From an optimization exercise on the open Yosys and OpenROAD flow, aimed at small area; shortcuts taken in it are not production practice.
The RTL was checked by simulation tests, not by an equivalence proof against the original design.

==> flow/design.v (outline; a module is shown in full before it is edited, if it fits) <==
// module fir: 2223 lines
// module fa_cell: 4 lines
// module ha_cell: 4 lines
module fir(input clk, input rst, input wire signed [15:0] x, output reg signed [31:0] y);
  // ...
==> flow/run.sh <==
#!/bin/bash
# synth_recipe.tcl (not shown) runs the flow's synth.tcl, then flattens the netlist and writes it again
# the make line also repeats each setting of config.mk as NAME=value (left out here)
make -C /OpenROAD-flow-scripts/flow DESIGN_CONFIG=/design/flow/config.mk WORK_HOME=/design/flow/orfs CLKGATE_MAP_FILE= SYNTH_SCRIPT=/design/flow/synth_recipe.tcl finish
==> flow/config.mk <==
export PLATFORM = sky130hd
export DESIGN_NAME = fir
export DESIGN_NICKNAME = fir
export VERILOG_FILES = /design/flow/design.v
export SDC_FILE = /design/flow/constraint.sdc
export NUM_CORES = 4
export LEC_CHECK = 0
export CAP_MARGIN = 20
export CORE_MARGIN = 2
export CORE_UTILIZATION = 60
export CTS_CLUSTER_DIAMETER = 120
export CTS_CLUSTER_SIZE = 24
export GPL_TIMING_DRIVEN = 0
export SETUP_SLACK_MARGIN = 0.1
export SLEW_MARGIN = 20
export SYNTH_HIERARCHICAL = 1
export SYNTH_MINIMUM_KEEP_SIZE = 0
==> flow/constraint.sdc <==
create_clock -name core_clock -period 8.0 [get_ports {clk}]
set_input_delay 1.6000 -clock core_clock [delete_from_list [all_inputs] [get_ports {clk}]]
set_output_delay 1.6000 -clock core_clock [all_outputs]
set_load 0.01 [all_outputs]
==> flow_summary.ini, run 1 <==
[grt]
grtUsageMet1_pct = 57.3
grt_max_degree = 52
grt.overflow.total = 0

[worst_setup_path]
cp.depth = 14
arrival_ns = 8.41
worst_setup_path_start_kind = flip-flop
cp-end-kind = flip-flop
worstSetupEndpoint = r0[15]
worstSetupPathType = flip-flop to flip-flop

[clocking]
cts.path.max_buffers = 3
cts_setup_buffers = 0

[cells_and_area]
clockNetworkAreaShare_pct = 2.49
final_cell_mix = fa_1, dfxtp_1, inv_1, nand2_1, nor2_1
utilization_pct = 64.5
ff_latch_area_um2 = 20400
multi_input_area_share_pct = 56.9
reg_top3 = r0 x32, y x32, r1 x26
multi_input_area_um2 = 33700

[detailed_routing]
drtPass1Iterations = 7
viasPerCell = 5.96
totalWireLength_um = 193000
detail_route.wl_per_cell_um = 38.2

[logic_synthesis]
syn_nets = 5278
synth_fa_ha_area_share_pct = 55.0
synth_warnings = 7
synth_mux_area_share_pct = 0.0450
synth_xor_area_share_pct = 0.315
yosysMostFrequentCell = fa_1
synth-seq-area-share_pct = 36.6
syn-cell-area_um2 = 55600

[status]
status = complete, no violations

[timing]
fin_ws_ns = 0.159
setup_viol = 0
grt_setup_unrepaired = no

[place]
dp_hpwl_um = 170000

[floorplanning]
die-width_um = 308
io_pins = 50
==> run 2: changes to the inputs <==
--- a/flow/design.v
+++ b/flow/design.v
@@ -89,26 +89,23 @@
 		d53 <= d52;
 		d54 <= ~(d53 | {16{~vg54}});
 		d55 <= d54;
 		d56 <= ~(d55 & {16{vg56}});
 	end
 	reg [31:0] r0, r1;
 	wire [31:0] sa = {c3453, ~c3441, c3431, c3416, c3399, ~c3377, ~c3352, ~c3325, ~c3298, c3267, ~c3231, ~c3192, ~c3152, c3107, ~s3104, c3021, c2982, ~c2941, ~s2940, c2864, s2863, s2827, s2795, ~c2747, s2743, ~s2719, s2700, s2682, s2667, s2654, s2645, s2638};
 	wire [31:0] sb = {~s3457, s3452, ~s3440, s3430, s3415, s3398, ~s3376, ~s3351, ~s3324, ~s3297, s3266, ~s3230, ~s3191, ~s3151, s3106, s3065, s3020, s2981, 1'b0, ~s2902, 1'b0, 1'b0, 1'b0, s2770, ~s2746, s2721, 1'b0, 1'b0, 1'b0, 1'b0, 1'b0, 1'b0};
+	always @(posedge clk) begin
+		r0 <= {~(c2421 | vz), ~(c2409 & vnz), ~(c2392 & vnz), ~(c2367 | vz), ~(c2336 | vz), ~(c2296 & vnz), ~(c2242 & vnz), ~(c2188 & vnz), ~(c2126 | vz), ~(c2056 | vz), ~(c1974 | vz), ~(c1888 | vz), ~(c1797 & vnz), ~(c1703 | vz), ~(c1600 | vz), ~(c1500 & vnz), ~(s1499 | vz), ~(c1302 | vz), ~(s1301 | vz), ~(c1121 & vnz), ~(c1036 | vz), ~(s1035 & vnz), ~(s962 | vz), ~(s893 & vnz), ~(c789 & vnz), ~(c745 | vz), ~(s744 & vnz), ~(s703 & vnz), ~(s678 & vnz), ~(s657 | vz), ~(s641 | vz), ~(s629 & vnz)};
+		r1 <= {~(s2423 & vnz), ~(s2420 & vnz), ~(s2408 | vz), ~(s2391 & vnz), ~(s2366 & vnz), ~(s2335 & vnz), ~(s2295 | vz), ~(s2241 & vnz), ~(s2187 | vz), ~(s2125 & vnz), ~(s2055 & vnz), ~(s1973 & vnz), ~(s1887 & vnz), ~(s1796 | vz), ~(s1702 & vnz), ~(s1599 & vnz), 1'b0, ~(s1397 | vz), 1'b0, ~(s1203 | vz), ~(s1120 | vz), 1'b0, 1'b0, 1'b0, ~(s837 & vnz), ~(s788 | vz), 1'b0, ~(s707 | vz), ~(s681 | vz), ~(s659 & vnz), ~(s644 | vz), ~(s632 & vnz)};
+	end
 	always @(posedge clk or negedge rst) begin
-		if (!rst) begin
-			r0 <= 32'h670915b9;
-			r1 <= 32'hdd7b0085;
-			y <= 32'sd0;
-		end else begin
-			r0 <= {~(c2421 | vz), ~(c2409 & vnz), ~(c2392 & vnz), ~(c2367 | vz), ~(c2336 | vz), ~(c2296 & vnz), ~(c2242 & vnz), ~(c2188 & vnz), ~(c2126 | vz), ~(c2056 | vz), ~(c1974 | vz), ~(c1888 | vz), ~(c1797 & vnz), ~(c1703 | vz), ~(c1600 | vz), ~(c1500 & vnz), ~(s1499 | vz), ~(c1302 | vz), ~(s1301 | vz), ~(c1121 & vnz), ~(c1036 | vz), ~(s1035 & vnz), ~(s962 | vz), ~(s893 & vnz), ~(c789 & vnz), ~(c745 | vz), ~(s744 & vnz), ~(s703 & vnz), ~(s678 & vnz), ~(s657 | vz), ~(s641 | vz), ~(s629 & vnz)};
-			r1 <= {~(s2423 & vnz), ~(s2420 & vnz), ~(s2408 | vz), ~(s2391 & vnz), ~(s2366 & vnz), ~(s2335 & vnz), ~(s2295 | vz), ~(s2241 & vnz), ~(s2187 | vz), ~(s2125 & vnz), ~(s2055 & vnz), ~(s1973 & vnz), ~(s1887 & vnz), ~(s1796 | vz), ~(s1702 & vnz), ~(s1599 & vnz), 1'b0, ~(s1397 | vz), 1'b0, ~(s1203 | vz), ~(s1120 | vz), 1'b0, 1'b0, 1'b0, ~(s837 & vnz), ~(s788 | vz), 1'b0, ~(s707 | vz), ~(s681 | vz), ~(s659 & vnz), ~(s644 | vz), ~(s632 & vnz)};
-			y <= (sa + sb) & {32{vnz}};
-		end
+		if (!rst) y <= 32'sd0;
+		else y <= (sa + sb) & {32{vnz}};
 	end
 	wire s1, c2, s3, c4, s5, c6, s7, c8, s9, c10, s11, c12, s13, c14, s15, c16;
 	wire s17, c18, s19, c20, s21, c22, s23, c24, s25, c26, s27, c28, s29, c30, n31, s32;
 	wire c33, s34, c35, s36, c37, s38, c39, s40, c41, s42, c43, s44, c45, s46, c47, s48;
 	wire c49, s50, c51, s52, c53, s54, c55, s56, c57, s58, c59, s60, c61, s62, c63, n64;
 	wire s65, c66, s67, c68, s69, c70, s71, c72, s73, c74, s75, c76, s77, c78, s79, c80;
 	wire s81, c82, s83, c84, s85, c86, s87, c88, s89, c90, s91, c92, s93, c94, n95, s96;
 	wire c97, n98, s99, c100, n101, s102, c103, n104, s105, c106, n107, s108, c109, n110, s111, c112;
==> run 2 against run 1 <==
Still clean. Die area is 0.30% lower. Utilization fell by 0.22 points. Sequential cell count stayed put. Wire length is 3.0% lower. Worst setup slack gained 0.034 ns. Design area is 0.50% lower. Worst hold slack improved by 0.035 ns. Via count down 0.91%. Critical endpoint is now r0[15]. Largest cell class unchanged.
==> flow_summary.ini, run 2 <==
[logic_synthesis]
syn-cell-area_um2 = 55400
ys.flop_type = dfxtp_1
synthSimpleGateAreaFrac_pct = 4.41
synth_fa_ha_area_share_pct = 55.2
synth_mux_area_share_pct = 0.0542
yosys-top-cells-area = fa_1, dfxtp_1, ha_1
yosys.area.top_type_share_pct = 51.8
syn_nets = 5305
synth-async-reset-ratio_pct = 3.83
synth_edf_count = 0
synth_xor_area_share_pct = 0.253
synth_top_family_by_area = adder cells
yosysMostFrequentCell = fa_1
synth_compound_area_share_pct = 1.04
ys_ff_latch = 992
ys_types = 55
synthTopCellsByCount = fa_1, dfxtp_1, inv_1
netlist.top_cell.by_area = fa_1
syn_inst = 3702
synth_warnings = 7
synth-seq-area-share_pct = 36.2
synth_area_per_cell_um2 = 15.0

[clocking]
clkTransAtPathRegs_ns = 0.10
cts.path.max_buffers = 3
cts.sinks = 992
cts_hold_buffers = 0
root_buffer = clkbuf_16
cts_tree = built
htreeDepth = 2
clkLatencyLatePin_ns = 0.72
numCtsBuffers = 49

[cells_and_area]
fin_cells = 5001
fillCellCount = 6565
nNetsFinal = 5405
area_delta_synth_final_pct = 6.27
ff_latch_area_um2 = 20100
multi_input_area_um2 = 33800
final_cell_mix = fa_1, dfxtp_1, inv_1, nand2_1, nor2_1
final_common_cell = fa_1
reg_top3 = r0 x32, y x32, r1 x26
drive_above_1_share_pct = 2.47
stdcell_area_um2 = 58900

[grt]
grtUsageTotal_pct = 42.1
antenna_found_initial = 14
grt_pass1_vias = 33337
grt.overflow.total = 0
grt_max_degree = 26
grt_pass1_wl_um = 262000

[timing]
finalCriticalPeriod_ns = 7.81
slew_headroom_pct = 23.0
max_freq_ghz = 0.128
worst_slew_pin_slew_ns = 1.16
skew_ns = 0.0711
setup_tns_ns = 0
fin_ws_ns = 0.193
grt_setup_unrepaired = yes
period_share_pct = 97.6
slew_violations = 0
final_hold_viol_count = 0
setup_viol = 0

[place]
place_ws_ns = 0.0170
dp.cells = 4940
placed_cell_area_um2 = 57500
portBuffers = 49
dp_hpwl_um = 167000
globalplace.congestion = 1.05

[floorplanning]
core_region_area_um2 = 91700
start_util_pct = 60.5
io_pins = 50
die-width_um = 308
dieArea_um2 = 94800
row_count = 111
die_h_um = 308

[worst_setup_path]
arrival_ns = 8.35
critPathMaxFanout = 4
reg2reg_depth = 17
timing.rr.start = d34[4]
required_ns = 8.54
cp-end-kind = flip-flop
worst_setup_path_start_kind = flip-flop
ff2ff_setup_slack_ns = 0.19
worstSetupPathType = flip-flop to flip-flop
r2r_end = r0[15]

[status]
status = complete, no violations

[detailed_routing]
initialDrtViolationCount = 3774
vias = 29815
detail_route.wl_per_cell_um = 37.4
viasPerCell = 5.96
antenna_left = 0
drtPass1Iterations = 7
totalWireLength_um = 187000
drc = 0

[worst_hold_path]
min_path_cells = 0
min_from = d35[7]
hp-class = flip-flop to flip-flop
worst_hold_path.endpoint = d36[7]

[run]
drv_cap = 0
[run 2: worst max-delay path by stage]
stage,start,to,slack (ns),depth (start not counted)
after CTS,d34[0],r0[15],0.12,16
final,d34[4],r0[15],0.19,17
after floorplan,d23[0],y[26],1.07,20
after global routing,d23[0],y[31],0.001,20
after global placement,d23[0],y[30],0.15,20
after detailed placement,d11[8],y[30],0.02,19
[run 2: logic make-up (layout without fill, tap and decap cells)]
kind of cell               count (synthesis)  after routing
adders and majority gates               1585           1585
DFF                                      992            992
and+or+nand+nor                          597            597
buffers and inverters                    424            535
AOI/OAI and AO/OA                         85             85
xor gates and xnor gates                  16             16
muxes                                      3              3
other                                      0              2
[run 2: metal layers]
metal | track usage (%) | share of wire [%] | vias up
met5 | 0 | 0.019 | -
met4 | 24.0 | 7.4 | 6
met3 | 11.3 | 11 | 417
met2 | 62.2 | 44 | 1756
met1 | 57.3 | 38 | 16338
li1 | - | - | 11298
[run 2: what timing repair did]
item | 4_1_cts | 5_1_grt
cloned | 0 | 0
setup buffers | 0 | 0
gates resized for setup | 5 | 13
endpoints found under the setup margin | 3 | 12
[run 2: through the flow]
stage          util, %  hold slack [ns]
3_3_place_gp      62.6            0.310
5_1_grt           64.3            0.325
3_5_place_dp      62.7            0.312
4_1_cts           64.2            0.294
2_1_floorplan        -            0.310
6_report          64.3            0.314
[run 2: final cells by class]
cell class              instances  share of cell area, %
flip-flops and latches        992                   34.0
well taps                    1186                   2.52
clock buffers                  54                   2.13
plain buffers                  50                  0.325
clock inverters                 8                  0.274
repair buffers                 53                  0.909
multi-input cells            2286                   57.4
inverters                     370                   2.36
diodes                          2                0.00849
[run 2: worst max-delay path, cell delays in order (launching register included)]
cell	delay, ns
dfxtp_1	0.44
ha_1	0.29
fa_1	0.38
fa_1	0.38
fa_1	0.49
fa_1	0.42
fa_1	0.39
fa_1	0.45
fa_1	0.74
fa_1	0.58
fa_1	0.54
inv_1	0.06
fa_1	0.44
fa_1	0.40
fa_1	0.48
fa_1	0.41
fa_2	0.72
nor2_1	0.09
[run 2: Yosys stat by module, one instance, submodules excluded]
| module | times used | cell area, µm² | flip-flops and latches |
|---|---|---|---|
| fir | 1 | 25200 | 992 |
| ha_cell | 125 | 12.5 | 0 |
| fa_cell | 1434 | 20.0 | 0 |
==> run 3: changes to the inputs <==
--- a/flow/config.mk
+++ b/flow/config.mk
@@ -10,4 +10,4 @@
 export CORE_UTILIZATION = 60
-export CTS_CLUSTER_DIAMETER = 120
-export CTS_CLUSTER_SIZE = 24
+export CTS_CLUSTER_DIAMETER = 110
+export CTS_CLUSTER_SIZE = 28
 export GPL_TIMING_DRIVEN = 0
==> run 3 against run 2 <==
Design area hardly changed. Worst setup slack improved by 0.0023 ns. First-iteration DRC count decreased by 16%. Maximum frequency barely moved. Wire length up 0.21%. Worst hold slack gained 0.012 ns. Register-to-register slack about the same. Largest cell class unchanged.
==> flow_summary.ini, run 3 <==
[status]
status = complete, no violations

[cells_and_area]
final_cell_mix = fa_1, dfxtp_1, inv_1, nand2_1, nor2_1
fin_cells = 4999
reg_top3 = r0 x32, y x32, r1 x26
drive_above_1_share_pct = 2.47
multi_input_area_um2 = 33800
fillCellCount = 6567
area_delta_synth_final_pct = 6.21
ff_latch_area_um2 = 20100
nNetsFinal = 5401
final_common_cell = fa_1

[timing]
worst_slew_pin_slew_ns = 1.21
skew_ns = 0.0490
grt_setup_unrepaired = yes
setup_viol = 0
period_share_pct = 97.6
slew_violations = 0
max_freq_ghz = 0.128
setup_tns_ns = 0
final_hold_viol_count = 0
fin_ws_ns = 0.196
finalCriticalPeriod_ns = 7.80
slew_headroom_pct = 19.1

[logic_synthesis]
syn_inst = 3702
synth_edf_count = 0
synth-async-reset-ratio_pct = 3.83
synth_area_per_cell_um2 = 15.0
ys_types = 55
synth_warnings = 7
yosys.area.top_type_share_pct = 51.8
yosysMostFrequentCell = fa_1
ys.flop_type = dfxtp_1
synth-seq-area-share_pct = 36.2
syn_nets = 5305
ys_ff_latch = 992
syn-cell-area_um2 = 55400
netlist.top_cell.by_area = fa_1
synthTopCellsByCount = fa_1, dfxtp_1, inv_1
yosys-top-cells-area = fa_1, dfxtp_1, ha_1

[clocking]
root_buffer = clkbuf_16
clkTransAtPathRegs_ns = 0.11
numCtsBuffers = 45
clkLatencyLatePin_ns = 0.70
cts_hold_buffers = 0
htreeDepth = 2
cts_tree = built
cts.path.max_buffers = 3
cts_setup_buffers = 0
cts.sinks = 992

[grt]
grt.overflow.total = 0
grt_pass1_vias = 33345
antenna_found_initial = 15
grt_pass1_wl_um = 263000
grt_max_degree = 30
grtUsageTotal_pct = 42.2

[place]
portBuffers = 49
dp.cells = 4940
place_ws_ns = 0.0170
dp_hpwl_um = 167000
globalplace.congestion = 1.05

[floorplanning]
die-width_um = 308
start_util_pct = 60.5
die_h_um = 308
core_region_area_um2 = 91700
row_count = 111
dieArea_um2 = 94800
io_pins = 50

[worst_setup_path]
worstSetupPathType = flip-flop to flip-flop
cp-end-kind = flip-flop
worst_setup_path_start_kind = flip-flop
required_ns = 8.56
timing.rr.start = d18[9]
arrival_ns = 8.36
crit_start = d18[9]
critPathMaxFanout = 5

[detailed_routing]
totalWireLength_um = 187000
antenna_left = 0
viasPerCell = 5.98
drtPass1Iterations = 5
vias = 29886
drc = 0
detail_route.wl_per_cell_um = 37.5
initialDrtViolationCount = 3185

[worst_hold_path]
min_from = d35[14]
hp-class = flip-flop to flip-flop

[run]
drv_cap = 0
==> run 3: cell counts after synthesis <==
Identical to the previous run, type by type.
==> run 3: worst paths after layout <==
kind / to / slack [ns] / cells past startpoint
min reg2reg: d36[14] / 0.33 / 0
min in group asynchronous: y[31] / 0.89 / 1
max in group asynchronous: y[6] / 6.59 / 2
min: d36[14] / 0.33 / 0
max reg2reg: r1[21] / 0.20 / 15
max: r1[21] / 0.20 / 15
==> run 3: cell families after synthesis <==
family          after synthesis  share of synthesized area, %
xor+xnor                     16                         0.253
mux                           3                        0.0542
flops                       992                          36.2
simple gates                597                          4.41
fa+ha+maj                  1585                          55.2
compound gates               85                          1.04
buf+inv                     424                          2.88
==> run 3: per-stage QoR <==
stage	cell area, µm²	hold slack [ns]	util, %
after floorplan	55400	0.310	-
after global placement	57400	0.310	62.6
after detailed placement	57500	0.312	62.7
after CTS	58800	0.324	64.2
after global routing	58900	0.330	64.2
final	58900	0.327	64.2
==> run 3: area by class of cell <==
type / count / area share (%)
Clock buffer: 48 / 1.93
Timing Repair Buffer: 53 / 0.910
Clock inverter: 12 / 0.410
Sequential cell: 992 / 34.1
Antenna cell: 2 / 0.00850
Tap cell: 1186 / 2.52
Inverter: 370 / 2.36
Multi-Input combinational cell: 2286 / 57.5
Buffer: 50 / 0.325
==> run 3: modules after synthesis (local to each module, per instance) <==
module	times used	flops+latches	area (µm²)	cells
fir	1	992	25200	2143
ha_cell	125	0	12.5	1
fa_cell	1434	0	20.0	1
==> run 3: what timing repair did <==
item	in CTS	in global routing
pin swaps	0	0
gates resized for setup	3	17
endpoints found under the setup margin	2	14
==> run 3: layer usage <==
layer | vias up | share of wire (%) | global-route usage [%]
met1 | 16344 | 37 | 57.4
met4 | 8 | 7.2 | 22.9
met5 | - | 0.020 | 0
met2 | 1830 | 45 | 62.8
met3 | 423 | 11 | 11.4
li1 | 11281 | - | -
==> run 3: worst max-delay path, cell delays in order (launching register included) <==
cell and delay (ns):
dfxtp_1 0.85, fa_1 0.57, fa_1 0.42, fa_1 0.62
fa_1 0.51, fa_1 0.46, fa_1 0.40, fa_1 0.60
fa_1 0.45, fa_1 0.51, fa_1 0.43, fa_1 0.42
fa_1 0.48, inv_1 0.05, fa_1 0.78, nand2_1 0.11

static timing again, ports no longer ideal:
How much do the figures lean on ideal ports? The routed layouts below were timed once more, with nothing changed but the port constraints. Step 1 (the two cells are an assumption about what drives the block):
set clk [get_ports {clk}]
set_driving_cell -lib_cell sky130_fd_sc_hd__clkbuf_16 $clk
set_driving_cell -lib_cell sky130_fd_sc_hd__buf_2 [delete_from_list [all_inputs] $clk]
Step 2 also shifts input and output timing later by t, the mid clock arrival at the registers, as if the neighbouring blocks saw the same clock. Three values: ideal, step 1, step 2; two values: the first two.
run	shift t [ns]	slack for setup (ns)	worst setup path after step 2	cell pins on the clock port's net
run 1	0.738	0.159 / 0.159 / 0.159	register to register	1
run 2	0.752	0.193 / 0.193 / 0.193	register to register	1
run 3	0.752	0.196 / 0.196 / 0.196	register to register	1
After both steps every run listed still meets setup and hold.
